Context: an optimization exercise on an open-source flow, tuned for small area. The choices shown serve that exercise and are no tape-out recipe. The RTL was checked by simulation tests, not by an equivalence proof against the original design. Power figures rest on the tool's default switching activity, not on a simulated workload.

**flow/flow/run.sh**
```bash
#!/bin/bash
# Own layout flow: the standard flow (standard.sh) with two changes:
#  1. after the standard synthesis, the combinational logic is re-mapped by
#     ABC for area (flow/remap.ys); every register keeps its instance, name
#     and cell type from the standard synthesis;
#  2. port buffers are sky130_fd_sc_hd__buf_2 instead of the default choice.
# Each tool's output goes to a log file in the work folder.
set -euo pipefail
W=$(pwd)
R=$W/orfs/results/$FLOW_PLATFORM/uart_core/base
LIB=$FLOW_HOME/platforms/$FLOW_PLATFORM/lib/sky130_fd_sc_hd__tt_025C_1v80.lib
YOSYS=${YOSYS_EXE:-$(command -v yosys || echo "$FLOW_HOME/../tools/install/yosys/bin/yosys")}
export BUFFER_PORTS_ARGS="-buffer_cell sky130_fd_sc_hd__buf_2"

bash standard.sh synth > "$W/flow_1_synth.log" 2>&1

cp "$R/1_2_yosys.v" "$W/1_2_yosys_standard.v"
sed -e "s#@LIB@#$LIB#g" -e "s#@IN@#$W/1_2_yosys_standard.v#" -e "s#@OUT@#$W/1_2_yosys_remap.v#" \
  "$W/flow/remap.ys" > "$W/remap.ys"
"$YOSYS" -s "$W/remap.ys" > "$W/flow_2_remap.log" 2>&1
cp "$W/1_2_yosys_remap.v" "$R/1_2_yosys.v"
touch "$R/1_2_yosys.v"

bash standard.sh > "$W/flow_3_layout.log" 2>&1
```
**flow/flow/remap.ys**
```
# Area re-mapping of the combinational logic of the standard synthesis netlist.
# Registers (and tie cells) stay the very instances the standard synthesis made,
# with their names and cell types; only the logic between them is re-mapped by
# ABC with an area-oriented script (no buffering or upsizing).
read_liberty -ignore_miss_func @LIB@
read_verilog -sv @IN@
hierarchy -top uart_core
setattr -mod -set keep_hierarchy 1 sky130_fd_sc_hd__df* sky130_fd_sc_hd__edf* sky130_fd_sc_hd__sdf* sky130_fd_sc_hd__dl* sky130_fd_sc_hd__conb_1
flatten
opt_clean -purge
abc -liberty @LIB@ -dont_use sky130_fd_sc_hd__probe_p_8 -dont_use sky130_fd_sc_hd__probec_p_8 -dont_use sky130_fd_sc_hd__lpflow_bleeder_1 -dont_use sky130_fd_sc_hd__lpflow_clkbufkapwr_1 -dont_use sky130_fd_sc_hd__lpflow_clkbufkapwr_16 -dont_use sky130_fd_sc_hd__lpflow_clkbufkapwr_2 -dont_use sky130_fd_sc_hd__lpflow_clkbufkapwr_4 -dont_use sky130_fd_sc_hd__lpflow_clkbufkapwr_8 -dont_use sky130_fd_sc_hd__lpflow_clkinvkapwr_1 -dont_use sky130_fd_sc_hd__lpflow_clkinvkapwr_16 -dont_use sky130_fd_sc_hd__lpflow_clkinvkapwr_2 -dont_use sky130_fd_sc_hd__lpflow_clkinvkapwr_4 -dont_use sky130_fd_sc_hd__lpflow_clkinvkapwr_8 -dont_use sky130_fd_sc_hd__lpflow_decapkapwr_12 -dont_use sky130_fd_sc_hd__lpflow_decapkapwr_3 -dont_use sky130_fd_sc_hd__lpflow_decapkapwr_4 -dont_use sky130_fd_sc_hd__lpflow_decapkapwr_6 -dont_use sky130_fd_sc_hd__lpflow_decapkapwr_8 -dont_use sky130_fd_sc_hd__lpflow_inputiso0n_1 -dont_use sky130_fd_sc_hd__lpflow_inputiso0p_1 -dont_use sky130_fd_sc_hd__lpflow_inputiso1n_1 -dont_use sky130_fd_sc_hd__lpflow_inputiso1p_1 -dont_use sky130_fd_sc_hd__lpflow_inputisolatch_1 -dont_use sky130_fd_sc_hd__lpflow_isobufsrc_1 -dont_use sky130_fd_sc_hd__lpflow_isobufsrc_16 -dont_use sky130_fd_sc_hd__lpflow_isobufsrc_2 -dont_use sky130_fd_sc_hd__lpflow_isobufsrc_4 -dont_use sky130_fd_sc_hd__lpflow_isobufsrc_8 -dont_use sky130_fd_sc_hd__lpflow_isobufsrckapwr_16 -dont_use sky130_fd_sc_hd__lpflow_lsbuf_lh_hl_isowell_tap_1 -dont_use sky130_fd_sc_hd__lpflow_lsbuf_lh_hl_isowell_tap_2 -dont_use sky130_fd_sc_hd__lpflow_lsbuf_lh_hl_isowell_tap_4 -dont_use sky130_fd_sc_hd__lpflow_lsbuf_lh_isowell_4 -dont_use sky130_fd_sc_hd__lpflow_lsbuf_lh_isowell_tap_1 -dont_use sky130_fd_sc_hd__lpflow_lsbuf_lh_isowell_tap_2 -dont_use sky130_fd_sc_hd__lpflow_lsbuf_lh_isowell_tap_4 -dont_use sky130_fd_sc_hd__fill_1 -dont_use sky130_fd_sc_hd__fill_2 -dont_use sky130_fd_sc_hd__fill_4 -dont_use sky130_fd_sc_hd__fill_8 -script +strash;dch,-f;amap;strash;dch,-f;amap;strash;dch,-f;amap;topo
opt_clean -purge
hilomap -singleton -hicell sky130_fd_sc_hd__conb_1 HI -locell sky130_fd_sc_hd__conb_1 LO
# left out here: clean up, clear keep_hierarchy
select uart_core
stat
write_verilog -noattr -nohex -nodec -selected @OUT@
```
**flow/standard.sh**
```bash
#!/bin/bash
# synth_recipe.tcl (not shown) runs the flow's synth.tcl, then flattens the netlist and writes it again
# the make line also repeats each setting of config.mk as NAME=value (left out here)
make -C /OpenROAD-flow-scripts/flow DESIGN_CONFIG=/design/flow/config.mk WORK_HOME=/design/flow/orfs CLKGATE_MAP_FILE= SYNTH_SCRIPT=/design/flow/synth_recipe.tcl "${@:-finish}"
```
**flow/config.mk**
```make
export PLATFORM = sky130hd
export DESIGN_NAME = uart_core
export DESIGN_NICKNAME = uart_core
export VERILOG_FILES = /design/flow/design.v
export SDC_FILE = /design/flow/constraint.sdc
export NUM_CORES = 4
export LEC_CHECK = 0
export CAP_MARGIN = 20
export CORE_MARGIN = 2
export CORE_UTILIZATION = 40
export CTS_BUF_LIST = sky130_fd_sc_hd__clkbuf_8
export SLEW_MARGIN = 20
```
**flow/constraint.sdc**
```tcl
create_clock -name core_clock -period 10.0 [get_ports {clk}]
set_input_delay 2.0000 -clock core_clock [delete_from_list [all_inputs] [get_ports {clk}]]
set_output_delay 2.0000 -clock core_clock [all_outputs]
set_load 0.01 [all_outputs]
```
**flow/design.v**
```verilog
module uart_core
#(
	parameter DATA_BITS=8
	,parameter BAUD_BITS=16
	,parameter ERR_BITS=2
	,parameter UART_ADDR_BITS=8
	,parameter UART_DATA_BITS=32
)
(
	input wire clk  
	,input wire nRst  
	,input wire [UART_ADDR_BITS-1:0] addrIn  
	,input wire [UART_DATA_BITS-1:0] dataIn  
	,output wire [UART_DATA_BITS-1:0] dataOut  
	,input wire wr  
	,input wire valid  
	,output wire ready  
	,output wire irq  
	,output reg uartTxLine  
	,input wire uartRxLine  
);
	wire a00=(addrIn==8'h00);
	wire a04=(addrIn==8'h04);
	wire a08=(addrIn==8'h08);
	wire a0C=(addrIn==8'h0C);
	wire a10=(addrIn==8'h10);
	wire a14=(addrIn==8'h14);
	wire a18=(addrIn==8'h18);
	wire a1C=(addrIn==8'h1C);
	wire a24=(addrIn==8'h24);
	wire aOther=~(a00|a04|a08|a0C|a10|a14|a18|a1C|a24);
	wire wv=valid&wr;
	reg [7:0] txData;	 
	reg txStart;
	reg enTx;
	reg enRx;
	reg testMode;
	reg cfgParity;
	reg cfgStop;
	reg cfgOs;
	reg [15:1] cfgDiv;
	reg rstTxIn,rstTxD,rstTx;
	reg rstRxIn,rstRxD,rstRx;
	reg [7:0] intMask;
	reg [3:0] intClr;
	reg txBusyIntr;
	reg [7:0] dOut;
	reg [3:0] intPend;
	localparam TX_IDLE=4'd14;
	reg [3:0] txc;
	reg txPar;
	wire txBusy=(txc!=TX_IDLE);
	wire txBusyAll=txBusy|txStart;
	localparam RX_IDLE=4'd15;
	reg [3:0] rxc;
	reg [7:0] rxData;
	reg rxPar;
	reg rxR1,rxR2;
	reg rxOsStart;
	reg [1:0] rxErr;
	wire rxBusy=(rxc!=RX_IDLE);
	wire rxReady=rxR1^rxR2;
	assign ready=1'b1;
	assign dataOut={24'd0,dOut};
	assign irq=|intPend;
	wire txWrite=wv&a00&enTx;
	always @(posedge clk)
		if(txWrite&~txBusyAll)
			txData<=dataIn[7:0];
	always @(posedge clk)
	begin
		rstTxD<=rstTxIn;
		rstRxD<=rstRxIn;
		txBusyIntr<=txWrite&txBusyAll;
		intClr<=(wv&a24)? dataIn[3:0]:4'd0;
		if(wv&a08&~(txBusy|rxBusy))
		begin
			cfgOs<=dataIn[16];
			cfgParity<=dataIn[17];
			cfgStop<=dataIn[18];
		end
	end
	always @(posedge clk,negedge nRst)
	begin
		if(~nRst)
		begin
			txStart<=0;
			enTx<=0;
			enRx<=0;
			testMode<=0;
			cfgDiv<=0;
			rstTxIn<=0;
			rstTx<=1;
			rstRxIn<=0;
			rstRx<=1;
			intMask<=0;
			dOut<=0;
			intPend<=0;
		end
		else
		begin
			rstTx<=rstTxIn&~rstTxD;
			rstRx<=rstRxIn&~rstRxD;
			if(txWrite&~txBusyAll)
				txStart<=1;
			else if(txBusy)
				txStart<=0;
			intPend<=(~intClr)&(intPend|(intMask[3:0]&{txBusyIntr,rxErr,rxReady}));
			if(wv&a08&~(txBusy|rxBusy))
				cfgDiv<=dataIn[15:1];
			if(wv&a0C)
			begin
				if(dataIn[0])
					enTx<=1;
				else if(~txBusy)
					enTx<=0;
				if(dataIn[1])
					enRx<=1;
				else if(~rxBusy)
					enRx<=0;
				testMode<=&dataIn[2:0];
			end
			if(wv&a10)
			begin
				rstTxIn<=~dataIn[0];
				rstRxIn<=~dataIn[1];
			end
			if(wv&a1C)
				intMask<=dataIn[7:0];
			if(valid)
			begin
				if(aOther)
					dOut<=8'd0;
				else if(~wr)
				begin
					if(a04&enRx)
						dOut<=rxData&{8{rxR1}};
					else if(a0C)
						dOut<={3'd0,testMode,rstRx,rstTx,enRx,enTx};
					else if(a14)
						dOut<={5'd0,rxReady,rxBusy,txBusyAll};
					else if(a18)
						dOut<={4'd0,intPend};
					else if(a1C)
						dOut<=intMask;
				end
			end
		end
	end
	reg [15:0] bCnt;
	reg bLevel;
	reg [3:0] bTx;
	wire [14:0] half=cfgDiv[15:1];
	wire [16:0] bInc={1'b0,bCnt}+17'd1;
	wire bWrap=(half!=15'd0)&(bInc>={2'b0,half});
	wire tickRx=bWrap&~bLevel;
	wire tickTx=tickRx&(cfgOs? (bTx==4'b0111):(bTx[2:0]==3'b011));
	always @(posedge clk,negedge nRst)
	begin
		if(~nRst)
		begin
			bCnt<=0;
			bLevel<=0;
			bTx<=0;
		end
		else
		begin
			if(bWrap)
			begin
				bCnt<=0;
				bLevel<=~bLevel;
			end
			else
				bCnt<=bInc[15:0];
			if(tickRx)
				bTx<=bTx+4'd1;
		end
	end
	wire txBit=txData[txc[2:0]];
	always @(posedge clk)
		if(tickTx)
		begin
			if(txc==4'd15)
				txPar<=cfgParity;
			else if(~txc[3])
				txPar<=txPar^txBit;
		end
	always @(posedge clk,negedge nRst)
	begin
		if(~nRst)
		begin
			txc<=TX_IDLE;
			uartTxLine<=1;
		end
		else if(rstTx)
		begin
			txc<=TX_IDLE;
			uartTxLine<=1;
		end
		else if(tickTx)
		begin
			case(txc)
				4'd14: begin
					uartTxLine<=1;
					if(txStart)
						txc<=4'd15;
				end
				4'd15: begin
					uartTxLine<=0;
					txc<=4'd0;
				end
				4'd8: begin
					uartTxLine<=txPar;
					txc<=4'd9;
				end
				4'd9: begin
					uartTxLine<=1;
					txc<=4'd10;
				end
				4'd10: begin
					txc<=cfgStop? 4'd11:TX_IDLE;
				end
				4'd11,4'd12,4'd13: begin
					txc<=TX_IDLE;
				end
				default: begin
					uartTxLine<=txBit;
					txc<=txc+4'd1;
				end
			endcase
		end
	end
	wire rxLine=testMode? uartTxLine:uartRxLine;
	reg [4:0] osCnt;
	reg osOp;		 
	reg osM0,osM1,osM2;
	reg osReady;
	reg osFirst;
	wire osActive=rxOsStart|osReady;
	wire sBit=(osM0&osM1)|(osM1&osM2)|(osM2&osM0);
	wire [4:0] smb=osFirst? (osOp? 5'd15:5'd7):(osOp? 5'd7:5'd3);
	wire osAtM1=(osCnt==smb-5'd1);
	wire osAtMid=(osCnt==smb);
	wire osAtP1=(osCnt==smb+5'd1);
	always @(posedge clk)
		if(tickRx)
			osOp<=cfgOs;
	always @(posedge clk)
		if(tickRx&osActive&osAtMid)
			osM1<=rxLine;
	always @(posedge clk)
	begin
		if(rstRx)
		begin
			osCnt<=0;
			osM0<=0;
			osM2<=0;
			osReady<=0;
			osFirst<=0;
		end
		else if(tickRx&osActive)
		begin
			if(osAtM1)
				osM0<=rxLine;
			if(osAtP1)
				osM2<=rxLine;
			if(osAtMid)
			begin
				osReady<=1;
				osCnt<=0;
				osFirst<=1;
			end
			else
			begin
				osReady<=0;
				osCnt<=osCnt+5'd1;
			end
		end
	end
	always @(posedge clk)
	begin
		if(rstRx)
		begin
			rxOsStart<=0;
			rxErr<=0;
		end
		else if(tickRx)
		begin
			if(rxc==RX_IDLE)
			begin
				if(~rxLine)
				begin
					rxOsStart<=1;
					if(osReady&~sBit)
						rxErr<=0;
				end
			end
			else if(rxc>=4'd10)
			begin
				if(rxPar)
					rxErr<=2'd1;
				else if(osReady&(rxc<(cfgStop? 4'd12:4'd11))&~sBit)
					rxErr<=2'd2;
			end
		end
	end
	always @(posedge clk)
		if(tickRx&osReady&(rxc<4'd8))
			rxData<={sBit,rxData[7:1]};
	always @(posedge clk)
		if(tickRx)
		begin
			if(rxc==RX_IDLE)
				rxPar<=0;
			else if(rxc==4'd9)
				rxPar<=rxPar^cfgParity;
			else if(osReady&(rxc<4'd9))
				rxPar<=rxPar^sBit;
		end
	always @(posedge clk,negedge nRst)
	begin
		if(~nRst)
		begin
			rxc<=RX_IDLE;
			rxR1<=0;
			rxR2<=0;
		end
		else if(rstRx)
		begin
			rxc<=RX_IDLE;
			rxR1<=0;
			rxR2<=0;
		end
		else if(tickRx)
		begin
			rxR2<=rxR1;
			if(rxc==RX_IDLE)
			begin
				if(~rxLine)
				begin
					if(osReady&~sBit)
					begin
						rxc<=4'd0;
						rxR1<=0;
						rxR2<=0;
					end
				end
			end
			else if(rxc<4'd9)
			begin
				if(osReady)
					rxc<=rxc+4'd1;
			end
			else if(rxc==4'd9)
				rxc<=4'd10;
			else
			begin
				if(rxPar)
				begin
					rxc<=RX_IDLE;
				end
				else if(osReady)
				begin
					if(rxc<(cfgStop? 4'd12:4'd11))
					begin
						if(sBit)
							rxc<=rxc+4'd1;
						else
							rxc<=RX_IDLE;
					end
					else
					begin
						rxR1<=1;
						rxc<=RX_IDLE;
					end
				end
			end
		end
	end
endmodule
```
==> metrics.md, run 1 <==
| Metric | Value |
|---|---|
| Area Growth Syn to Fin | `18.4%` |
| Initial Util | `41.0%` |
| Clk buf depth | `2` |
| Worst slew margin | `28.6%` |
| Chip width | `118 um` |
| Post-Synthesis Cells | `558` |
| Max Cap Violations | `0` |
| Die height | `118 um` |
| Crit path top cell by count | `clkinv_1` |
| Clock Power Share | `41.0%` |
| Core outline area | `0.0126 mm2` |
| WP data required | `10.32 ns` |
| Largest net degree at the start of global routing | `76` |
| Clk_skew | `0.0130 ns` |
| CTS tree | `yes` |
| Switching Power | `0.272 mW` |
| Worst-Margin Slew | `1.06 ns` |
| Leakage power | `2.51 nW` |
| Design area | `0.00612 mm2` |
| DP HPWL | `8.85 mm` |
| Internal power | `0.818 mW` |
| Unrepaired setup endpoints after global routing | `no` |
| Worst path max stage delay | `0.57 ns` |
| Critical path class | `flip-flop to flip-flop` |
| Clk sink count | `117` |
| Post-cts resize count | `0` |
| Worst hold path type | `flip-flop to flip-flop` |
| Number of global-route vias before repair | `4,115` |
| FMAX | `0.179 GHz` |
| RD Place Congestion | `0.853` |
| Port Buffer Count | `41` |
| Status | `finished clean` |
| Setup violators final | `0` |
| Vias | `4,384` |
| Number of DRC markers in iteration 0 | `365` |
| Routed Wire Length | `12.0 mm` |
| Placed inst area | `0.00571 mm2` |
| Cell Pwr Density | `178 mW/mm2` |
| Net Sw Frac | `25.0%` |
| Final Hold Fails | `0` |
| Critical Path Sink Type | `flip-flop` |
| Post-Syn Area | `0.00517 mm2` |
| DRT antenna net count | `0` |
| Nets@finish | `689` |
| Pre-antenna DRT Iters | `6` |
| Antenna violations before repair | `0` |
| # diodes | `0` |
| Setup WS post-layout | `4.41 ns` |
| Die area | `0.0138 mm2` |
| H-tree depth | `4` |
| TritonCTS buffer count | `17` |
| Crit-path slowest cell | `a2111oi_0` |
| WL per Instance | `14.5 um` |
| Clock transition at path regs | `0.07 ns` |
| Combinational Power Share | `10.2%` |
| VDD IR max | `107 uV` |
| Clock latency on the worst-skew pair | `0.44 ns` |
| Top Ports | `80` |
| Setup_tns | `0 ns` |
| # rows | `41` |
| DR vias/cell | `5.29` |
| Min Tclk post-route | `5.59 ns` |
| Total track usage | `18.2%` |
| # DRC | `0` |
| Startpoint types | `flip-flop` |
| Fraction of layout cells with a size suffix above 1 | `12.6%` |
| Cts-stage hold buffer count | `0` |
| Crit path max fanout | `9` |
| Clock root buffer master | `clkbuf_8` |
| First-pass GRT wire length | `20.0 mm` |
| Post-CTS setup buffer count | `0` |
| Place WS | `4.44 ns` |
| Post-Syn Area per Cell | `9.27 um2` |
| YS warnings | `1` |
| Total global routing overflow | `0` |
| CP arrival | `5.91 ns` |
| Fin. max-slew vios | `0` |
| Final cycle utilization of the critical path | `55.9%` |
| Flop pwr share | `48.8%` |
[final timing paths]
kind,slack [ns],startpoint,end,cells after the start
worst min-delay path,0.35,rstTxD,rstTx,1
worst min register to register,0.35,rstTxD,rstTx,1
max in group asynchronous,7.65,nRst,bTx[2],1
worst max-delay path,4.41,bCnt[0],osM2,37
min in group asynchronous,1.71,nRst,dOut[7],1
worst max register to register,4.41,bCnt[0],osM2,37
[sequential cells by signal, summed over array words and instances, names as in the netlist, 2 cells and up]
name / flops
intClr: 4
txc: 4
rxData: 8
txData: 8
osCnt: 5
intMask: 8
bTx: 4
cfgDiv: 15
bCnt: 16
dOut: 8
intPend: 4
rxc: 4
rxErr: 2
[cell usage in the layout, fill, tap and decap left out, drive strengths merged, types with 5 or more instances in the layout]
cell / count
o221ai: 6
a31oi: 10
nor4: 7
inv: 6
nand2: 42
o21ai: 37
a2111oi: 6
clkinv: 69
a211oi: 5
nor3: 22
clkbuf: 20
o22a: 13
a21oi: 38
nand3: 5
conb: 25
buf: 44
o22ai: 10
or2: 7
dfrtp: 65
dfxtp: 19
nor2: 113
dfstp: 10
edfxtp: 23
[worst max-delay path, delay by kind of cell (launching register included)]
| kind | cells | cell delay [ns] |
|---|---|---|
| AND/OR/NAND/NOR | 17 | 1.97 |
| flip-flops | 1 | 0.40 |
| buffers and inverters | 13 | 1.43 |
| AO/OA/AOI/OAI | 7 | 1.65 |
[layout make-up]
type	instances	area, um2
fill	1245	6500
sequential	117	2960
multi-input combinational	395	2050
clock buffer	20	275
inverter	69	259
timing repair buffer	44	230
tap	172	215
clock inverter	12	138
[metal layers]
| metal | up-vias | global-route usage, % | part of all wire [%] |
|---|---|---|---|
| li1 | 2152 | - | - |
| met1 | 2099 | 24.2 | 46 |
| met2 | 118 | 29.2 | 48 |
| met3 | 15 | 4.26 | 4.6 |
| met4 | 0 | 6.85 | 1.3 |
| met5 | - | 0 | 0 |
[per-stage QoR]
step / hold slack (ns) / utilization, % / instances / total power [mW]
final: 0.347 / 48.5 / 829 / 1.09
after global routing: 0.368 / 48.5 / 829 / 1.14
after CTS: 0.348 / 48.5 / 829 / 1.10
after detailed placement: 0.336 / 45.2 / 797 / 0.651
after global placement: 0.330 / 45.2 / 797 / 0.647
after floorplan: 0.323 / - / 581 / 0.614
[power by group through the flow]
| stage | Sequential (mW) | Clock [mW] | Combinational (mW) |
|---|---|---|---|
| floorplan | 0.536 | 0 | 0.0778 |
| global placement | 0.540 | 0 | 0.107 |
| detailed placement | 0.541 | 0 | 0.111 |
| CTS | 0.532 | 0.460 | 0.111 |
| global route | 0.535 | 0.480 | 0.128 |
| finish | 0.532 | 0.447 | 0.111 |
==> run 2, diff against run 1 <==
--- a/flow/flow/run.sh
+++ b/flow/flow/run.sh
@@ -5,3 +5,5 @@
 #     and cell type from the standard synthesis;
-#  2. port buffers are sky130_fd_sc_hd__buf_2 instead of the default choice.
+#  2. port buffers are sky130_fd_sc_hd__buf_2 instead of the default choice;
+#  3. clock tree synthesis without dummy loads (CTS_ARGS);
+#  4. constant outputs share the synthesis's tie cells (SKIP_REPAIR_TIE_FANOUT).
 # Each tool's output goes to a log file in the work folder.
@@ -13,2 +15,4 @@
 export BUFFER_PORTS_ARGS="-buffer_cell sky130_fd_sc_hd__buf_2"
+export CTS_ARGS="-sink_clustering_enable -repair_clock_nets -buf_list sky130_fd_sc_hd__clkbuf_8 -dont_use_dummy_load"
+export SKIP_REPAIR_TIE_FANOUT=1
 
==> run 2 against run 1 <==
- synthesized cell count unchanged
- register-to-register slack got worse by 0.03 ns
- clock power decreased by 31%
- critical endpoint unchanged
==> metrics.md, run 2 <==
| Metric | Value |
|---|---|
| Final core utilization | `46.4% (was 48.5%)` |
| Number of global-route vias before repair | `4,212 (was 4,115)` |
| Cts-stage hold buffer count | `0 (unchanged)` |
| # diodes | `0 (unchanged)` |
| Finished Layout Cells | `791 (was 829)` |
| Area Growth Syn to Fin | `13.3% (was 18.4%)` |
| Initial Util | `41.0% (unchanged)` |
| Min Tclk post-route | `5.62 ns (was 5.59 ns)` |
| Final Hold Fails | `0 (unchanged)` |
| CP arrival | `5.91 ns (about the same)` |
| Largest regs | `bCnt x16, cfgDiv x15 (unchanged)` |
| Hold slack | `0.340 ns (was 0.347 ns)` |
| Leakage power | `2.34 nW (was 2.51 nW)` |
| Clock root buffer master | `clkbuf_8 (unchanged)` |
| Setup_tns | `0 ns (unchanged)` |
| Max FFs per register | `16 (unchanged)` |
| Commonest non-fill, non-tap cell in the layout | `nor2_1 (unchanged)` |
| DP HPWL | `8.67 mm (was 8.85 mm)` |
| Post-Syn Area per Cell | `9.27 um2 (unchanged)` |
| WP data required | `10.29 ns (was 10.32 ns)` |
| Die area | `0.0138 mm2 (unchanged)` |
| Worst slew margin | `35.2% (was 28.6%)` |
| Vias | `4,204 (was 4,384)` |
| Nets@finish | `666 (was 689)` |
| Clk sink count | `117 (unchanged)` |
| Worst Hold Depth | `1 (unchanged)` |
| Post-Syn Area | `0.00517 mm2 (unchanged)` |
| Final cycle utilization of the critical path | `56.2% (was 55.9%)` |
| Total global routing overflow | `0 (unchanged)` |
| Status | `finished clean (unchanged)` |
| Worst r2r src | `bCnt[0] (unchanged)` |
| Most frequent cells in the layout | `nor2_1, clkinv_1, dfrtp_1, nand2_1, buf_2 (unchanged)` |
| Antenna violations before repair | `0 (unchanged)` |
| WL per Instance | `15.1 um (was 14.5 um)` |
| Critical path class | `flip-flop to flip-flop (unchanged)` |
| Crit-path slowest cell | `a2111oi_0 (unchanged)` |
| FMAX | `0.178 GHz (was 0.179 GHz)` |
| H-tree depth | `4 (unchanged)` |
| Fin. max-slew vios | `0 (unchanged)` |
| Crit path max fanout | `9 (unchanged)` |
| Hold_sp | `rstRxD (was rstTxD)` |
| CTS tree | `yes (unchanged)` |
| Total track usage | `18.3% (was 18.2%)` |
| Max Cap Violations | `0 (unchanged)` |
| Post-Synthesis Cells | `558 (unchanged)` |
| Clk buf depth | `2 (unchanged)` |
| Worst-Margin Slew | `0.965 ns (was 1.06 ns)` |
| Clock transition at path regs | `0.07 ns (about the same)` |
| VDD IR max | `116 uV (was 107 uV)` |
| Clock latency on the worst-skew pair | `0.43 ns (was 0.44 ns)` |
| # rows | `41 (unchanged)` |
| RD Place Congestion | `0.873 (was 0.853)` |
| DRT antenna net count | `0 (unchanged)` |
| FF-to-FF path depth | `37 (unchanged)` |
| First-pass GRT wire length | `20.1 mm (was 20.0 mm)` |
| Chip width | `118 um (unchanged)` |
| Pre-antenna DRT Iters | `5 (was 6)` |
| TritonCTS buffer count | `17 (unchanged)` |
| Die height | `118 um (unchanged)` |
| Clk_skew | `0.0188 ns (was 0.0130 ns)` |
| Cells after DPL | `774 (was 797)` |
| Fraction of layout cells with a size suffix above 1 | `11.8% (was 12.6%)` |
| # DRC | `0 (unchanged)` |
| Post-CTS setup buffer count | `0 (unchanged)` |
| Top Ports | `80 (unchanged)` |
| Post-cts resize count | `0 (unchanged)` |
| Routed Wire Length | `11.9 mm (was 12.0 mm)` |
| Port Buffer Count | `41 (unchanged)` |
| Number of DRC markers in iteration 0 | `263 (was 365)` |
| Core outline area | `0.0126 mm2 (unchanged)` |
| Worst hold path type | `flip-flop to flip-flop (unchanged)` |
| Total power | `0.949 mW (was 1.09 mW)` |
| Biggest register | `bCnt (unchanged)` |
| Crit path top cell by count | `clkinv_1 (unchanged)` |
| DR vias/cell | `5.31 (was 5.29)` |
| Setup violators final | `0 (unchanged)` |
| YS warnings | `1 (unchanged)` |
| Critical path launch point | `bCnt[0] (unchanged)` |
| Worst path max stage delay | `0.60 ns (was 0.57 ns)` |
| Cell Pwr Density | `162 mW/mm2 (was 178 mW/mm2)` |
| Startpoint types | `flip-flop (unchanged)` |
| Unrepaired setup endpoints after global routing | `no (unchanged)` |
| Critical Path Sink Type | `flip-flop (unchanged)` |
| Largest net degree at the start of global routing | `76 (unchanged)` |
[run 2: routing by layer]
layer	wire, um	GRT usage, %
met2	5520	28.8
met4	180	6.93
met1	5570	24.1
met5	0	0
met3	639	5.23
[run 2: worst paths after layout]
path	to	slack, ns
hold reg to reg	rstRx	0.34
hold / removal	rstRx	0.34
setup reg to reg	osM2	4.38
setup / recovery	osM2	4.38
min in group asynchronous	bCnt[8]	1.71
max in group asynchronous	bTx[0]	7.66
[run 2: through the flow]
step | setup slack [ns] | instance area [um2]
6_report | 4.38 | 5860
5_1_grt | 3.30 | 5860
4_1_cts | 4.36 | 5860
3_5_place_dp | 4.42 | 5620
3_3_place_gp | 4.53 | 5620
2_1_floorplan | 4.15 | 5170
[run 2: layout make-up]
type                    count  area (um2)
inverters                  69         259
well taps                 172         215
repair buffers             44         230
clock buffers              17         234
fillers                  1242        6760
multi-input cells         372        1960
flip-flops and latches    117        2960
[run 2: report_power, final]
part / switching (mW) / leakage [nW] / internal (mW)
clock: 0.158 / 0.122 / 0.149
sequential: 0.0172 / 1.30 / 0.514
combinational: 0.0683 / 0.918 / 0.0422
[run 2: worst max-delay path, delay by kind of cell, from the launching register on]
family | cells | cell delay, ns
buffers and inverters | 13 | 1.44
AOI/OAI and AO/OA | 7 | 1.69
and+or+nand+nor | 17 | 1.95
DFF | 1 | 0.40
==> run 3, diff against run 2 <==
--- a/flow/flow/run.sh
+++ b/flow/flow/run.sh
@@ -5,3 +5,3 @@
 #     and cell type from the standard synthesis;
-#  2. port buffers are sky130_fd_sc_hd__buf_2 instead of the default choice;
+#  2. port buffers are sky130_fd_sc_hd__buf_1 instead of the default choice;
 #  3. clock tree synthesis without dummy loads (CTS_ARGS);
@@ -14,3 +14,3 @@
 YOSYS=${YOSYS_EXE:-$(command -v yosys || echo "$FLOW_HOME/../tools/install/yosys/bin/yosys")}
-export BUFFER_PORTS_ARGS="-buffer_cell sky130_fd_sc_hd__buf_2"
+export BUFFER_PORTS_ARGS="-buffer_cell sky130_fd_sc_hd__buf_1"
 export CTS_ARGS="-sink_clustering_enable -repair_clock_nets -buf_list sky130_fd_sc_hd__clkbuf_8 -dont_use_dummy_load"
==> run 3 against run 2 <==
- sequential power about the same
- setup slack got worse by 0.065 ns
- global-route usage down 0.13 points
- die area stayed put
==> metrics.md, run 3 <==
| Metric | Value |
|---|---|
| Status | `finished clean (unchanged)` |
| Worst slew margin | `31.3% (was 35.2%)` |
| CTS tree | `yes (unchanged)` |
| Biggest register | `bCnt (unchanged)` |
| Post-CTS setup buffer count | `0 (unchanged)` |
| Die height | `118 um (unchanged)` |
| Crit-path slowest cell | `a2111oi_0 (unchanged)` |
| Nets@finish | `668 (was 666)` |
| Routed Wire Length | `11.9 mm (about the same)` |
| Critical Path Sink Type | `flip-flop (unchanged)` |
| Finished Layout Cells | `793 (was 791)` |
| Top Ports | `80 (unchanged)` |
| # rows | `41 (unchanged)` |
| Cells after DPL | `774 (unchanged)` |
| Largest regs | `bCnt x16, cfgDiv x15 (unchanged)` |
| Clk buf depth | `2 (unchanged)` |
| Cts-stage hold buffer count | `0 (unchanged)` |
| Post-Syn Area | `0.00517 mm2 (unchanged)` |
| Clock latency on the worst-skew pair | `0.43 ns (about the same)` |
| Clk sink count | `117 (unchanged)` |
| Post-Syn Area per Cell | `9.27 um2 (unchanged)` |
| Combinational Power Share | `11.5% (was 11.6%)` |
| Setup_tns | `0 ns (unchanged)` |
| Internal power | `0.704 mW (was 0.705 mW)` |
| YS warnings | `1 (unchanged)` |
| Total track usage | `18.2% (was 18.3%)` |
| Fin. max-slew vios | `0 (unchanged)` |
| Clock root buffer master | `clkbuf_8 (unchanged)` |
| DRT antenna net count | `0 (unchanged)` |
| H-tree depth | `4 (unchanged)` |
| WL met2 | `5.52 mm (about the same)` |
| Switching Power | `0.242 mW (was 0.244 mW)` |
| Commonest non-fill, non-tap cell in the layout | `nor2_1 (unchanged)` |
| Antenna violations before repair | `0 (unchanged)` |
| VDD IR max | `118 uV (was 116 uV)` |
| Place WS | `4.40 ns (was 4.42 ns)` |
| Leakage power | `2.23 nW (was 2.34 nW)` |
| Worst hold path type | `flip-flop to flip-flop (unchanged)` |
| Startpoint types | `flip-flop (unchanged)` |
| CP arrival | `5.97 ns (was 5.91 ns)` |
| Min Tclk post-route | `5.68 ns (was 5.62 ns)` |
| Worst path max stage delay | `0.60 ns (about the same)` |
| Final Hold Fails | `0 (unchanged)` |
| Area Growth Syn to Fin | `12.9% (was 13.3%)` |
| # DRC | `0 (unchanged)` |
| Setup WS post-layout | `4.32 ns (was 4.38 ns)` |
| Top Layer Used | `met4 (unchanged)` |
| Fraction of layout cells with a size suffix above 1 | `5.48% (was 11.8%)` |
| FMAX | `0.176 GHz (was 0.178 GHz)` |
| RD Place Congestion | `0.861 (was 0.873)` |
| Crit path max fanout | `9 (unchanged)` |
| Vias | `4,216 (was 4,204)` |
| Core outline area | `0.0126 mm2 (unchanged)` |
| Number of global-route vias before repair | `4,084 (was 4,212)` |
| Design area | `0.00584 mm2 (was 0.00586 mm2)` |
| Placed inst area | `0.00557 mm2 (was 0.00562 mm2)` |
| Final core utilization | `46.3% (was 46.4%)` |
| Post-cts resize count | `0 (unchanged)` |
| Number of DRC markers in iteration 0 | `294 (was 263)` |
| Met3 wire length | `636 um (was 639 um)` |
| Crit path top cell by count | `clkinv_1 (unchanged)` |
| Pre-antenna DRT Iters | `6 (was 5)` |
| Critical path class | `flip-flop to flip-flop (unchanged)` |
| Unrepaired setup endpoints after global routing | `no (unchanged)` |
| First-pass GRT wire length | `20.1 mm (about the same)` |
| Most frequent cells in the layout | `nor2_1, clkinv_1, dfrtp_1, nand2_1, buf_1 (was nor2_1, clkinv_1, dfrtp_1, nand2_1, buf_2)` |
| DP HPWL | `8.57 mm (was 8.67 mm)` |
| Total global routing overflow | `0 (unchanged)` |
| WL per Instance | `14.9 um (was 15.1 um)` |
| DR vias/cell | `5.32 (was 5.31)` |
| Clock Power Share | `32.3% (about the same)` |
| Filler Cells Inserted | `1,250 (was 1,242)` |
| Cell Pwr Density | `162 mW/mm2 (about the same)` |
| Die area | `0.0138 mm2 (unchanged)` |
| Max FFs per register | `16 (unchanged)` |
| Initial Util | `41.0% (unchanged)` |
| Wl on met1 | `5.53 mm (was 5.57 mm)` |
| Clock transition at path regs | `0.06 ns (was 0.07 ns)` |
| Largest net degree at the start of global routing | `76 (unchanged)` |
| Max Cap Violations | `0 (unchanged)` |
| Flop pwr share | `56.2% (was 56.0%)` |
| TritonCTS buffer count | `17 (unchanged)` |
| Post-Synthesis Cells | `558 (unchanged)` |
| Setup violators final | `0 (unchanged)` |
| Final cycle utilization of the critical path | `56.8% (was 56.2%)` |
| Chip width | `118 um (unchanged)` |
| Net Sw Frac | `25.6% (was 25.7%)` |
| # diodes | `0 (unchanged)` |
| Worst-Margin Slew | `1.03 ns (was 0.965 ns)` |
| WP data required | `10.29 ns (about the same)` |
| Clk_skew | `0.0177 ns (was 0.0188 ns)` |
| Port Buffer Count | `41 (unchanged)` |
run 3: worst paths after layout:
kind / start / end / slack, ns / depth (start not counted)
max in group asynchronous: nRst / rxc[1] / 7.86 / 2
worst min-delay path: rstTxD / rstTx / 0.35 / 1
worst max-delay path: bCnt[0] / osM2 / 4.32 / 37
worst min register to register: rstTxD / rstTx / 0.35 / 1
min in group asynchronous: nRst / bCnt[8] / 1.48 / 1
worst max register to register: bCnt[0] / osM2 / 4.32 / 37
run 3: critical path, delay by kind of cell, from the launching register on:
family	cells	cell delay, ns
buf+inv	13	1.46
compound gates	7	1.72
simple gates	17	1.96
flops	1	0.40
run 3: layer usage:
metal | vias to the layer above | track usage, %
met5 | - | 0
met4 | 0 | 5.50
met3 | 17 | 5.18
met2 | 110 | 28.3
met1 | 1976 | 24.7
li1 | 2113 | -
run 3: power by group through the flow:
stage                     Sequential, mW  Clock (mW)  Combinational, mW
after floorplan                    0.536           0             0.0778
after CTS                          0.532       0.316              0.108
after global routing               0.536       0.334              0.130
final                              0.532       0.306              0.109
after detailed placement           0.541           0              0.107
after global placement             0.539           0              0.105
run 3: stage by stage:
stage,power [mW],hold slack (ns)
2_1_floorplan,0.614,0.323
4_1_cts,0.956,0.351
5_1_grt,1.00,0.367
3_5_place_dp,0.648,0.338
6_report,0.947,0.352
3_3_place_gp,0.645,0.330
run 3: area by class of cell:
| cell class | instances | area, um2 | share of cell area, % |
|---|---|---|---|
| Tap cell | 172 | 215 | 3.69 |
| Clock buffer | 17 | 234 | 4.01 |
| Sequential cell | 117 | 2960 | 50.7 |
| Multi-Input combinational cell | 372 | 1960 | 33.5 |
| Timing Repair Buffer | 46 | 213 | 3.64 |
| Inverter | 69 | 259 | 4.44 |
==> run 4, diff against run 3 <==
--- a/flow/config.mk
+++ b/flow/config.mk
@@ -10,3 +10,3 @@
 export CORE_UTILIZATION = 40
-export CTS_BUF_LIST = sky130_fd_sc_hd__clkbuf_8
+export GPL_TIMING_DRIVEN = 0
 export SLEW_MARGIN = 20
==> run 4 against run 3 <==
- largest power group unchanged
- final cell count is 0.13% lower
- via count hardly changed
- sequential cell count stayed put
- non-clock buffer count is 1 lower
- die area stayed put
- still clean
- largest cell class unchanged
- synthesized cell count stayed put
- register-to-register slack worse by 0.61 ns
- global-route usage is 0.23 points lower
- first-iteration DRC count is 13% lower
- highest routed layer unchanged
==> metrics.md, run 4 <==
| Metric | Value |
|---|---|
| Status | `finished clean (unchanged)` |
| Final core utilization | `46.2% (was 46.3%)` |
| RD Place Congestion | `0.849 (was 0.861)` |
| Largest regs | `bCnt x16, cfgDiv x15 (unchanged)` |
| Biggest register | `bCnt (unchanged)` |
| Post-Synthesis Cells | `558 (unchanged)` |
| CTS tree | `yes (unchanged)` |
| Total track usage | `18.0% (was 18.2%)` |
| Critical path launch point | `bCnt[0] (unchanged)` |
| Cell Pwr Density | `162 mW/mm2 (about the same)` |
| Post-CTS setup buffer count | `0 (unchanged)` |
| Max FFs per register | `16 (unchanged)` |
| Clk buf depth | `2 (unchanged)` |
| Fraction of layout cells with a size suffix above 1 | `5.48% (about the same)` |
| WL per Instance | `15.0 um (was 14.9 um)` |
| Largest net degree at the start of global routing | `32 (was 76)` |
| Crit-path slowest cell | `a2111oi_0 (unchanged)` |
| Total global routing overflow | `0 (unchanged)` |
| Die area | `0.0138 mm2 (unchanged)` |
| FF-to-FF path depth | `36 (was 37)` |
| Top Ports | `80 (unchanged)` |
| VDD IR max | `119 uV (was 118 uV)` |
| Placed inst area | `0.00560 mm2 (was 0.00557 mm2)` |
| Post-Syn Area | `0.00517 mm2 (unchanged)` |
| Number of global-route vias before repair | `4,096 (was 4,084)` |
| Worst-Margin Slew | `1.05 ns (was 1.03 ns)` |
| Worst path max stage delay | `0.71 ns (was 0.60 ns)` |
| Final Hold Fails | `0 (unchanged)` |
| Core outline area | `0.0126 mm2 (unchanged)` |
| CP Capture Point | `osM2 (unchanged)` |
| Final cycle utilization of the critical path | `62.9% (was 56.8%)` |
| Nets@finish | `667 (was 668)` |
| Clock root buffer master | `clkbuf_8 (unchanged)` |
| Fin. max-slew vios | `0 (unchanged)` |
| FMAX | `0.159 GHz (was 0.176 GHz)` |
| Area Growth Syn to Fin | `12.9% (about the same)` |
| Port Buffer Count | `41 (unchanged)` |
| Initial Util | `41.0% (unchanged)` |
| CP arrival | `6.59 ns (was 5.97 ns)` |
| Crit path buf inv count | `12 (was 13)` |
| Clock latency on the worst-skew pair | `0.44 ns (was 0.43 ns)` |
| Combinational Power Share | `11.6% (was 11.5%)` |
| Routed Wire Length | `11.9 mm (about the same)` |
| Internal power | `0.704 mW (about the same)` |
| Die height | `118 um (unchanged)` |
| Flop pwr share | `56.3% (was 56.2%)` |
| Reg2Reg Capture Point | `osM2 (unchanged)` |
| Number of DRC markers in iteration 0 | `257 (was 294)` |
| Hold slack | `0.331 ns (was 0.352 ns)` |
| Flop-to-flop setup slack | `3.71 ns (was 4.32 ns)` |
| Worst Hold Depth | `1 (unchanged)` |
| Worst hold path type | `flip-flop to flip-flop (unchanged)` |
| Worst slew margin | `30.1% (was 31.3%)` |
| # rows | `41 (unchanged)` |
| YS warnings | `1 (unchanged)` |
| Leakage power | `2.23 nW (about the same)` |
| Clock Power Share | `32.1% (was 32.3%)` |
| Min Tclk post-route | `6.29 ns (was 5.68 ns)` |
| DR vias/cell | `5.32 (about the same)` |
| H-tree depth | `4 (unchanged)` |
| Pre-antenna DRT Iters | `5 (was 6)` |
| Startpoint types | `flip-flop (unchanged)` |
| Vias | `4,212 (was 4,216)` |
| Net Sw Frac | `25.6% (about the same)` |
| Setup violators final | `0 (unchanged)` |
| Commonest non-fill, non-tap cell in the layout | `nor2_1 (unchanged)` |
| Unrepaired setup endpoints after global routing | `no (unchanged)` |
| Antenna violations before repair | `0 (unchanged)` |
| Max Cap Violations | `0 (unchanged)` |
| Crit path max fanout | `9 (unchanged)` |
| Total power | `0.946 mW (was 0.947 mW)` |
| Clock transition at path regs | `0.06 ns (about the same)` |
| Setup_tns | `0 ns (unchanged)` |
| Post-Syn Area per Cell | `9.27 um2 (unchanged)` |
| Design area | `0.00584 mm2 (about the same)` |
| WP depth | `36 (was 37)` |
| TritonCTS buffer count | `17 (unchanged)` |
| Critical path class | `flip-flop to flip-flop (unchanged)` |
| Hold_sp | `rstRxD (was rstTxD)` |
| First-pass GRT wire length | `19.6 mm (was 20.1 mm)` |
| Worst r2r src | `bCnt[0] (unchanged)` |
| Switching Power | `0.242 mW (about the same)` |
| # diodes | `0 (unchanged)` |
| Most frequent cells in the layout | `nor2_1, clkinv_1, dfrtp_1, nand2_1, buf_1 (unchanged)` |
| Worst path top cell family by delay | `simple AND/OR/NAND/NOR gates (unchanged)` |
| Crit path top cell by count | `clkinv_1 (unchanged)` |
| Chip width | `118 um (unchanged)` |
| DP HPWL | `8.95 mm (was 8.57 mm)` |
| Clk sink count | `117 (unchanged)` |
| WP data required | `10.30 ns (was 10.29 ns)` |
| Cts-stage hold buffer count | `0 (unchanged)` |
| Critical Path Sink Type | `flip-flop (unchanged)` |
| Post-cts resize count | `0 (unchanged)` |
| # DRC | `0 (unchanged)` |
| DRT antenna net count | `0 (unchanged)` |
| Clk_skew | `0.0222 ns (was 0.0177 ns)` |
[run 4: cell type report]
| cell class | count | area, um2 |
|---|---|---|
| clock buffer | 17 | 234 |
| inverter | 69 | 259 |
| timing repair buffer | 45 | 205 |
| tap | 172 | 215 |
| multi-input combinational | 372 | 1960 |
| fill | 1273 | 6780 |
| sequential | 117 | 2960 |
[run 4: how the worst min path moves through the flow]
| stage | end | slack (ns) |
|---|---|---|
| finish | rstRx | 0.33 |
| global route | rstRx | 0.35 |
| CTS | rstRx | 0.34 |
| detailed placement | rstRx | 0.33 |
| global placement | rstRx | 0.33 |
| floorplan | rstRx | 0.32 |
[run 4: stage by stage]
| stage | std cells | setup WS [ns] |
|---|---|---|
| floorplan | 558 | 4.15 |
| detailed placement | 775 | 3.34 |
| global placement | 771 | 2.06 |
| finish | 792 | 3.71 |
| CTS | 792 | 3.27 |
| global route | 792 | 2.87 |
[run 4: routing by layer]
layer	up-vias	global-route usage, %	part of all wire, %
met5	-	0	0
met4	0	5.72	1.3
met3	14	5.33	4.7
met2	84	28.6	47
li1	2104	-	-
met1	2010	23.6	47
[run 4: power groups by stage]
| stage | sequential [mW] | combinational [mW] | clock, mW |
|---|---|---|---|
| after floorplan | 0.536 | 0.0778 | 0 |
| after global placement | 0.540 | 0.105 | 0 |
| after detailed placement | 0.541 | 0.109 | 0 |
| after CTS | 0.532 | 0.110 | 0.315 |
| after global routing | 0.536 | 0.129 | 0.332 |
| final | 0.533 | 0.109 | 0.304 |
==> run 5, diff against run 4 <==
--- a/flow/config.mk
+++ b/flow/config.mk
@@ -7,3 +7,3 @@
 export LEC_CHECK = 0
-export CAP_MARGIN = 20
+export CAP_MARGIN = 0
 export CORE_MARGIN = 2
@@ -11,2 +11,2 @@
 export GPL_TIMING_DRIVEN = 0
-export SLEW_MARGIN = 20
+export SLEW_MARGIN = 0
==> run 5 against run 4 <==
- still clean on timing, DRC and antenna
- clock skew up 0.0017 ns
- sequential cell count unchanged
- critical path depth unchanged
- routed wire length down 1.6%
- global-route usage down 0.14 points
- die area unchanged
- setup slack worse by 0.50 ns
- register-to-register slack worse by 0.50 ns
- total power about the same
- final area down 0.34%
- final cell count down 0.13%
==> metrics.md, run 5 <==
| Metric | Value |
|---|---|
| Initial Util | `41.0% (unchanged)` |
| Clock latency on the worst-skew pair | `0.44 ns (about the same)` |
| H-tree depth | `4 (unchanged)` |
| Crit path max fanout | `9 (unchanged)` |
| Status | `finished clean (unchanged)` |
| FMAX | `0.147 GHz (was 0.159 GHz)` |
| Setup_tns | `0 ns (unchanged)` |
| Pre-antenna DRT Iters | `5 (unchanged)` |
| Internal power | `0.703 mW (was 0.704 mW)` |
| Worst slew margin | `20.3% (was 30.1%)` |
| Top Ports | `80 (unchanged)` |
| Clk sink count | `117 (unchanged)` |
| Chip width | `118 um (unchanged)` |
| Worst path top cell family by delay | `simple AND/OR/NAND/NOR gates (unchanged)` |
| Setup WS post-layout | `3.21 ns (was 3.71 ns)` |
| Crit path top cell by count | `clkinv_1 (unchanged)` |
| Unrepaired setup endpoints after global routing | `no (unchanged)` |
| Port Buffer Count | `41 (unchanged)` |
| # rows | `41 (unchanged)` |
| Number of DRC markers in iteration 0 | `312 (was 257)` |
| # DRC | `0 (unchanged)` |
| Largest regs | `bCnt x16, cfgDiv x15 (unchanged)` |
| Routed Wire Length | `11.7 mm (was 11.9 mm)` |
| First-pass GRT wire length | `19.4 mm (was 19.6 mm)` |
| Total global routing overflow | `0 (unchanged)` |
| TritonCTS buffer count | `17 (unchanged)` |
| Post-Syn Area | `0.00517 mm2 (unchanged)` |
| Place WS | `3.38 ns (was 3.34 ns)` |
| Worst-Margin Slew | `1.19 ns (was 1.05 ns)` |
| DP HPWL | `8.87 mm (was 8.95 mm)` |
| Startpoint types | `flip-flop (unchanged)` |
| # diodes | `0 (unchanged)` |
| Cell Pwr Density | `163 mW/mm2 (was 162 mW/mm2)` |
| Worst hold path type | `flip-flop to flip-flop (unchanged)` |
| Crit-path slowest cell | `nor3_1 (was a2111oi_0)` |
| Clk_skew | `0.0238 ns (was 0.0222 ns)` |
| Antenna violations before repair | `0 (unchanged)` |
| Cts-stage hold buffer count | `0 (unchanged)` |
| Clk buf depth | `2 (unchanged)` |
| WL per Instance | `14.8 um (was 15.0 um)` |
| Max FFs per register | `16 (unchanged)` |
| Finished Layout Cells | `791 (was 792)` |
| Combinational Power Share | `11.5% (was 11.6%)` |
| Max Cap Violations | `0 (unchanged)` |
| RD Place Congestion | `0.849 (unchanged)` |
| Filler Cells Inserted | `1,236 (was 1,273)` |
| Net Sw Frac | `25.6% (about the same)` |
| Fraction of layout cells with a size suffix above 1 | `5.17% (was 5.48%)` |
| Clock root buffer master | `clkbuf_8 (unchanged)` |
| CP arrival | `7.09 ns (was 6.59 ns)` |
| Leakage power | `2.22 nW (was 2.23 nW)` |
| Cells after DPL | `774 (was 775)` |
| Hold slack | `0.338 ns (was 0.331 ns)` |
| Number of global-route vias before repair | `4,039 (was 4,096)` |
| Post-Synthesis Cells | `558 (unchanged)` |
| Post-CTS setup buffer count | `0 (unchanged)` |
| Most frequent cells in the layout | `nor2_1, clkinv_1, dfrtp_1, nand2_1, buf_1 (unchanged)` |
| Switching Power | `0.242 mW (about the same)` |
| YS warnings | `1 (unchanged)` |
| VDD IR max | `106 uV (was 119 uV)` |
| Critical Path Sink Type | `flip-flop (unchanged)` |
| Area Growth Syn to Fin | `12.5% (was 12.9%)` |
| Critical path class | `flip-flop to flip-flop (unchanged)` |
| DRT antenna net count | `0 (unchanged)` |
| Largest net degree at the start of global routing | `41 (was 32)` |
| Post-Syn Area per Cell | `9.27 um2 (unchanged)` |
| Vias | `4,191 (was 4,212)` |
| Worst path max stage delay | `0.90 ns (was 0.71 ns)` |
| Final Hold Fails | `0 (unchanged)` |
| Core outline area | `0.0126 mm2 (unchanged)` |
| Flop pwr share | `56.3% (about the same)` |
| Commonest non-fill, non-tap cell in the layout | `nor2_1 (unchanged)` |
| Fin. max-slew vios | `0 (unchanged)` |
| Crit path buf inv count | `12 (unchanged)` |
| Die height | `118 um (unchanged)` |
| Die area | `0.0138 mm2 (unchanged)` |
| Biggest register | `bCnt (unchanged)` |
| Setup violators final | `0 (unchanged)` |
| Clock transition at path regs | `0.06 ns (about the same)` |
| Min Tclk post-route | `6.79 ns (was 6.29 ns)` |
| DR vias/cell | `5.30 (was 5.32)` |
| Post-cts resize count | `0 (unchanged)` |
| CTS tree | `yes (unchanged)` |
| WP data required | `10.30 ns (about the same)` |
| Total track usage | `17.8% (was 18.0%)` |
| Clock Power Share | `32.3% (was 32.1%)` |
| Nets@finish | `666 (was 667)` |
| Final cycle utilization of the critical path | `67.9% (was 62.9%)` |
==> run 5: worst reg2reg max path: cells and delay by family, from the launching register on <==
kind | cells | cell delay, ns
AND/OR/NAND/NOR | 17 | 2.79
AO/OA/AOI/OAI | 7 | 1.88
buffers and inverters | 12 | 1.58
flip-flops | 1 | 0.41
==> run 5: area by class of cell <==
type	instances	area [um2]	share of cell area [%]
sequential	117	2960	50.9
inverter	69	259	4.45
tap	172	215	3.70
timing repair buffer	44	190	3.27
clock buffer	17	234	4.02
multi-input combinational	372	1960	33.6
==> run 5: routing by layer <==
layer  vias up  track usage [%]  part of all wire (%)
met5         -                0                     0
met4         0             6.25                   2.0
li1       2101                -                     -
met3        20             5.47                   5.2
met1      1966             23.3                    46
met2       104             28.2                    46
==> run 5: power groups by stage <==
stage               registers [mW]  logic [mW]  clock network [mW]
floorplan                    0.536      0.0778                   0
global placement             0.540       0.105                   0
detailed placement           0.541       0.108                   0
CTS                          0.532       0.109               0.314
global route                 0.536       0.127               0.334
finish                       0.532       0.109               0.305
==> run 5: worst paths after layout <==
check,from,end,slack [ns],depth (start not counted)
worst max-delay path,bCnt[0],osM2,3.21,36
worst min-delay path,rstRxD,rstRx,0.34,1
worst max register to register,bCnt[0],osM2,3.21,36
worst min register to register,rstRxD,rstRx,0.34,1
max in group asynchronous,nRst,dOut[5],7.62,2
min in group asynchronous,nRst,bCnt[8],1.67,1
==> run 5: metrics by stage <==
step / instance area (um2) / total power [mW] / utilization, %
after CTS: 5820 / 0.956 / 46.1
after global placement: 5540 / 0.644 / 43.9
final: 5820 / 0.946 / 46.1
after floorplan: 5170 / 0.614 / -
after global routing: 5820 / 0.996 / 46.1
after detailed placement: 5580 / 0.649 / 44.2
==> run 6, diff against run 5 <==
--- a/flow/design.v
+++ b/flow/design.v
@@ -152,2 +152,3 @@
 	reg [3:0] bTx;
+	reg bFirst;
 	wire [14:0] half=cfgDiv[15:1];
@@ -157,2 +158,8 @@
 	wire tickTx=tickRx&(cfgOs? (bTx==4'b0111):(bTx[2:0]==3'b011));
+	wire bClr=bWrap|bFirst;
+	always @(posedge clk)
+	begin
+		bCnt<=(bInc[15:0]&{16{~bClr}})|{15'd0,bFirst};
+		bLevel<=~bFirst&(bLevel^bWrap);
+	end
 	always @(posedge clk,negedge nRst)
@@ -161,4 +168,3 @@
 		begin
-			bCnt<=0;
-			bLevel<=0;
+			bFirst<=1;
 			bTx<=0;
@@ -167,9 +173,3 @@
 		begin
-			if(bWrap)
-			begin
-				bCnt<=0;
-				bLevel<=~bLevel;
-			end
-			else
-				bCnt<=bInc[15:0];
+			bFirst<=0;
 			if(tickRx)
--- a/flow/flow/run.sh
+++ b/flow/flow/run.sh
@@ -21,5 +21,31 @@
 cp "$R/1_2_yosys.v" "$W/1_2_yosys_standard.v"
-sed -e "s#@LIB@#$LIB#g" -e "s#@IN@#$W/1_2_yosys_standard.v#" -e "s#@OUT@#$W/1_2_yosys_remap.v#" \
-  "$W/flow/remap.ys" > "$W/remap.ys"
-"$YOSYS" -s "$W/remap.ys" > "$W/flow_2_remap.log" 2>&1
+MAP="strash;dch,-f;amap;strash;dch,-f;amap;strash;dch,-f;amap;topo"
+SCRIPTS=(
+  "$MAP"
+  "rewrite,-z;refactor,-z;rewrite,-z;$MAP"
+  "rewrite,-z;refactor,-z;resub,-z;rewrite,-z;$MAP"
+  "rewrite,-z;refactor,-z;resub,-z;rewrite,-z;resub,-z;refactor,-z;rewrite,-z;$MAP"
+  "rewrite,-z;refactor,-z;resub,-z;rewrite,-z;resub,-K,8,-N,2,-z;refactor,-z;resub,-K,10,-N,2,-z;rewrite,-z;$MAP"
+  "rewrite,-z;refactor,-z;rewrite,-z;rewrite,-z;refactor,-z;rewrite,-z;$MAP"
+  "dch,-f;if,-K,4;mfs2,-a;strash;rewrite,-z;refactor,-z;$MAP"
+)
+# each script is checked by ABC's own equivalence check (cec) against its input
+best=""; bestArea=""
+for i in "${!SCRIPTS[@]}"; do
+  sed -e "s#@LIB@#$LIB#g" -e "s#@IN@#$W/1_2_yosys_standard.v#" -e "s#@OUT@#$W/remap_$i.v#" \
+    -e "s#@SCRIPT@#+strash;write_blif,$W/remap_in_$i.blif;${SCRIPTS[$i]};cec,$W/remap_in_$i.blif#" \
+    "$W/flow/remap.ys" > "$W/remap_$i.ys"
+  if "$YOSYS" -s "$W/remap_$i.ys" > "$W/flow_2_remap_$i.log" 2>&1 && [[ -s "$W/remap_$i.v" ]] \
+    && grep -q "Networks are equivalent" "$W/flow_2_remap_$i.log" \
+    && ! grep -qi "not equivalent" "$W/flow_2_remap_$i.log"; then
+    a=$(python3 "$W/flow/area.py" "$LIB" "$W/remap_$i.v")
+    echo "remap script $i: area $a" >> "$W/flow_2_remap.log"
+    if [[ -z "$bestArea" ]] || python3 -c "import sys; sys.exit(0 if $a < $bestArea else 1)"; then
+      best=$i; bestArea=$a
+    fi
+  fi
+done
+echo "kept remap script $best: area $bestArea" >> "$W/flow_2_remap.log"
+[[ -n "$best" ]]
+cp "$W/remap_$best.v" "$W/1_2_yosys_remap.v"
 cp "$W/1_2_yosys_remap.v" "$R/1_2_yosys.v"
==> flow/flow/area.py (new file) <==
# Standard-cell area of a mapped netlist (cells counted by name from the liberty file).
import re, sys
lib = open(sys.argv[1]).read()
area = {m.group(1): float(m.group(2)) for m in re.finditer(
    r'cell\s*\(\s*"?(\w+)"?\s*\)\s*\{.*?area\s*:\s*([\d.]+)', lib, re.S)}
net = open(sys.argv[2]).read()
cells = re.findall(r'^\s*(sky130_fd_sc_hd__\w+)\s', net, re.M)
print(f"{sum(area[c] for c in cells):.4f}")
==> flow/flow/remap.ys (replaced) <==
# Area re-mapping of the combinational logic of the standard synthesis netlist.
# Registers (and tie cells) stay the very instances the standard synthesis made,
# with their names and cell types; only the logic between them is re-mapped by
# ABC with an area-oriented script (no buffering or upsizing). run.sh tries
# several scripts and keeps the smallest result.
read_liberty -ignore_miss_func @LIB@
read_verilog -sv @IN@
hierarchy -top uart_core
setattr -mod -set keep_hierarchy 1 sky130_fd_sc_hd__df* sky130_fd_sc_hd__edf* sky130_fd_sc_hd__sdf* sky130_fd_sc_hd__dl* sky130_fd_sc_hd__conb_1
flatten
opt_clean -purge
abc -liberty @LIB@ -dont_use sky130_fd_sc_hd__probe_p_8 -dont_use sky130_fd_sc_hd__probec_p_8 -dont_use sky130_fd_sc_hd__lpflow_bleeder_1 -dont_use sky130_fd_sc_hd__lpflow_clkbufkapwr_1 -dont_use sky130_fd_sc_hd__lpflow_clkbufkapwr_16 -dont_use sky130_fd_sc_hd__lpflow_clkbufkapwr_2 -dont_use sky130_fd_sc_hd__lpflow_clkbufkapwr_4 -dont_use sky130_fd_sc_hd__lpflow_clkbufkapwr_8 -dont_use sky130_fd_sc_hd__lpflow_clkinvkapwr_1 -dont_use sky130_fd_sc_hd__lpflow_clkinvkapwr_16 -dont_use sky130_fd_sc_hd__lpflow_clkinvkapwr_2 -dont_use sky130_fd_sc_hd__lpflow_clkinvkapwr_4 -dont_use sky130_fd_sc_hd__lpflow_clkinvkapwr_8 -dont_use sky130_fd_sc_hd__lpflow_decapkapwr_12 -dont_use sky130_fd_sc_hd__lpflow_decapkapwr_3 -dont_use sky130_fd_sc_hd__lpflow_decapkapwr_4 -dont_use sky130_fd_sc_hd__lpflow_decapkapwr_6 -dont_use sky130_fd_sc_hd__lpflow_decapkapwr_8 -dont_use sky130_fd_sc_hd__lpflow_inputiso0n_1 -dont_use sky130_fd_sc_hd__lpflow_inputiso0p_1 -dont_use sky130_fd_sc_hd__lpflow_inputiso1n_1 -dont_use sky130_fd_sc_hd__lpflow_inputiso1p_1 -dont_use sky130_fd_sc_hd__lpflow_inputisolatch_1 -dont_use sky130_fd_sc_hd__lpflow_isobufsrc_1 -dont_use sky130_fd_sc_hd__lpflow_isobufsrc_16 -dont_use sky130_fd_sc_hd__lpflow_isobufsrc_2 -dont_use sky130_fd_sc_hd__lpflow_isobufsrc_4 -dont_use sky130_fd_sc_hd__lpflow_isobufsrc_8 -dont_use sky130_fd_sc_hd__lpflow_isobufsrckapwr_16 -dont_use sky130_fd_sc_hd__lpflow_lsbuf_lh_hl_isowell_tap_1 -dont_use sky130_fd_sc_hd__lpflow_lsbuf_lh_hl_isowell_tap_2 -dont_use sky130_fd_sc_hd__lpflow_lsbuf_lh_hl_isowell_tap_4 -dont_use sky130_fd_sc_hd__lpflow_lsbuf_lh_isowell_4 -dont_use sky130_fd_sc_hd__lpflow_lsbuf_lh_isowell_tap_1 -dont_use sky130_fd_sc_hd__lpflow_lsbuf_lh_isowell_tap_2 -dont_use sky130_fd_sc_hd__lpflow_lsbuf_lh_isowell_tap_4 -dont_use sky130_fd_sc_hd__fill_1 -dont_use sky130_fd_sc_hd__fill_2 -dont_use sky130_fd_sc_hd__fill_4 -dont_use sky130_fd_sc_hd__fill_8 -script @SCRIPT@
opt_clean -purge
hilomap -singleton -hicell sky130_fd_sc_hd__conb_1 HI -locell sky130_fd_sc_hd__conb_1 LO
# left out here: clean up, clear keep_hierarchy
select uart_core
stat
write_verilog -noattr -nohex -nodec -selected @OUT@
==> run 6 against run 5 <==
- global-route usage is 0.93 points higher
- largest cell class unchanged
- sequential power is 2% lower
- register-to-register slack gained 1.3 ns
- critical endpoint unchanged
- clock-buffer cell count stayed put
- die area shrank 2.1%
- still clean
==> metrics.md, run 6 <==
| Metric | Value |
|---|---|
| Status | `finished clean (unchanged)` |
| Final core utilization | `45.8% (was 46.1%)` |
| Largest regs | `bCnt x16, cfgDiv x15 (unchanged)` |
| DRT antenna net count | `0 (unchanged)` |
| Area Growth Syn to Fin | `13.0% (was 12.5%)` |
| First-pass GRT wire length | `19.3 mm (was 19.4 mm)` |
| YS warnings | `1 (unchanged)` |
| Worst slew margin | `15.2% (was 20.3%)` |
| Die area | `0.0136 mm2 (was 0.0138 mm2)` |
| VDD IR max | `99.0 uV (was 106 uV)` |
| Final Hold Fails | `0 (unchanged)` |
| Hold slack | `0.345 ns (was 0.338 ns)` |
| CP arrival | `5.80 ns (was 7.09 ns)` |
| Cts-stage hold buffer count | `0 (unchanged)` |
| Cell Pwr Density | `156 mW/mm2 (was 163 mW/mm2)` |
| Worst path max stage delay | `0.67 ns (was 0.90 ns)` |
| Top Ports | `80 (unchanged)` |
| Setup violators final | `0 (unchanged)` |
| Nets@finish | `660 (was 666)` |
| Unrepaired setup endpoints after global routing | `no (unchanged)` |
| CTS tree | `yes (unchanged)` |
| Commonest non-fill, non-tap cell in the layout | `nor2_1 (unchanged)` |
| Post-CTS setup buffer count | `0 (unchanged)` |
| Setup_tns | `0 ns (unchanged)` |
| Critical Path Sink Type | `flip-flop (unchanged)` |
| Most frequent cells in the layout | `nor2_1, clkinv_1, nand2_1, o21ai_0, dfrtp_1 (was nor2_1, clkinv_1, dfrtp_1, nand2_1, buf_1)` |
| Max Cap Violations | `0 (unchanged)` |
| Number of global-route vias before repair | `3,950 (was 4,039)` |
| Worst-Margin Slew | `1.26 ns (was 1.19 ns)` |
| Post-Syn Area per Cell | `9.17 um2 (was 9.27 um2)` |
| Clk sink count | `118 (was 117)` |
| Post-Synthesis Cells | `551 (was 558)` |
| Clk_skew | `0.0235 ns (was 0.0238 ns)` |
| Vias | `4,212 (was 4,191)` |
| Die height | `116 um (was 118 um)` |
| Min Tclk post-route | `5.48 ns (was 6.79 ns)` |
| Core outline area | `0.0125 mm2 (was 0.0126 mm2)` |
| DR vias/cell | `5.37 (was 5.30)` |
| Number of DRC markers in iteration 0 | `360 (was 312)` |
| WP data required | `10.32 ns (was 10.30 ns)` |
| Crit path max fanout | `10 (was 9)` |
| Clock latency on the worst-skew pair | `0.44 ns (about the same)` |
| Clock transition at path regs | `0.07 ns (was 0.06 ns)` |
| Total track usage | `18.8% (was 17.8%)` |
| DP HPWL | `8.74 mm (was 8.87 mm)` |
| Port Buffer Count | `41 (unchanged)` |
| Post-Syn Area | `0.00505 mm2 (was 0.00517 mm2)` |
| Leakage power | `2.15 nW (was 2.22 nW)` |
| Fin. max-slew vios | `0 (unchanged)` |
| Clk buf depth | `2 (unchanged)` |
| Critical path class | `flip-flop to flip-flop (unchanged)` |
| Biggest register | `bCnt (unchanged)` |
| TritonCTS buffer count | `17 (unchanged)` |
| FMAX | `0.182 GHz (was 0.147 GHz)` |
| WL per Instance | `14.9 um (was 14.8 um)` |
| Post-cts resize count | `0 (unchanged)` |
| # diodes | `0 (unchanged)` |
| Largest net degree at the start of global routing | `34 (was 41)` |
| Pre-antenna DRT Iters | `5 (unchanged)` |
| Antenna violations before repair | `0 (unchanged)` |
| Max FFs per register | `16 (unchanged)` |
| Clock root buffer master | `clkbuf_8 (unchanged)` |
| Initial Util | `40.6% (was 41.0%)` |
| Crit-path slowest cell | `a2111oi_0 (was nor3_1)` |
| Fraction of layout cells with a size suffix above 1 | `5.55% (was 5.17%)` |
| # rows | `41 (unchanged)` |
| # DRC | `0 (unchanged)` |
| Total global routing overflow | `0 (unchanged)` |
| Startpoint types | `flip-flop (unchanged)` |
| Final cycle utilization of the critical path | `54.8% (was 67.9%)` |
| Chip width | `116 um (was 118 um)` |
| RD Place Congestion | `0.861 (was 0.849)` |
| Worst hold path type | `flip-flop to flip-flop (unchanged)` |
| H-tree depth | `4 (unchanged)` |
| Routed Wire Length | `11.7 mm (about the same)` |
run 6: final timing paths:
kind | slack [ns] | cells after the start | start | end
worst max register to register | 4.52 | 38 | bCnt[0] | osM2
min in group asynchronous | 1.61 | 1 | nRst | cfgDiv[15]
worst min-delay path | 0.34 | 1 | rstRxD | rstRx
worst max-delay path | 4.52 | 38 | bCnt[0] | osM2
max in group asynchronous | 7.68 | 2 | nRst | rxc[0]
worst min register to register | 0.34 | 1 | rstRxD | rstRx
run 6: per-layer routing:
layer / global-route usage, % / routed length (um)
met5: 0 / 0
met4: 6.67 / 169
met3: 5.40 / 539
met2: 28.8 / 5410
met1: 25.5 / 5600
run 6: per-stage QoR:
step	setup slack, ns	instance area (um2)	total power, mW	std cells
4_1_cts	4.52	5710	0.901	785
3_5_place_dp	4.52	5480	0.595	768
6_report	4.52	5710	0.891	785
5_1_grt	3.88	5710	0.935	785
3_3_place_gp	2.89	5420	0.591	764
2_1_floorplan	4.80	5050	0.566	551
run 6: cell type report:
type / instances / area [um2]
Fill cell: 1243 / 6750
Sequential cell: 118 / 2900
Multi-Input combinational cell: 364 / 1900
Inverter: 69 / 259
Clock buffer: 17 / 234
Tap cell: 172 / 215
Timing Repair Buffer: 45 / 205
run 6: where the power goes:
part	internal [mW]	leakage, nW	switching, mW
Clock	0.149	0.122	0.157
Combinational	0.0243	0.785	0.0408
Sequential	0.506	1.24	0.0139
run 6: worst max-delay path: cells and delay by family, from the launching register on:
| kind | cells | cell delay, ns |
|---|---|---|
| buffers and inverters | 11 | 1.08 |
| AO/OA/AOI/OAI | 11 | 2.22 |
| flip-flops | 1 | 0.33 |
| AND/OR/NAND/NOR | 16 | 1.74 |

separate check: timing with driven ports:
How much do the figures lean on ideal ports? The routed layouts below were timed once more, with nothing changed but the port constraints.
Step 1 (the two cells are an assumption about what drives the block):
set clk [get_ports {clk}]
set_driving_cell -lib_cell sky130_fd_sc_hd__clkbuf_16 $clk
set_driving_cell -lib_cell sky130_fd_sc_hd__buf_2 [delete_from_list [all_inputs] $clk]
Step 2 times the ports against the registers' clock, not the clock port: input delays grow and output delays shrink by t, the midpoint of the rising clock arrivals with the driver on.
Slacks: ideal ports / drivers / drivers and shift; pairs: ideal ports / drivers.
| run | shift t [ns] | setup WS [ns] | hold slack, ns | worst data-port slew with drivers (ns) |
|---|---|---|---|---|
| run 1 | 0.467 | 4.412 / 4.412 / 4.412 | 0.347 / 0.347 / 0.347 | 0.04 |
| run 2 | 0.459 | 4.381 / 4.381 / 4.381 | 0.340 / 0.340 / 0.340 | 0.06 |
| run 3 | 0.457 | 4.316 / 4.316 / 4.316 | 0.352 / 0.352 / 0.352 | 0.05 |
| run 4 | 0.468 | 3.708 / 3.708 / 3.708 | 0.331 / 0.331 / 0.331 | 0.06 |
| run 5 | 0.462 | 3.210 / 3.210 / 3.210 | 0.338 / 0.338 / 0.338 | 0.05 |
| run 6 | 0.460 | 4.518 / 4.518 / 4.514 | 0.345 / 0.345 / 0.345 | 0.03 |
After both steps every run listed still meets setup and hold. The setup slack of run 6, which loses most, moves by 0.000 ns with the drivers and by -0.004 ns with both steps.
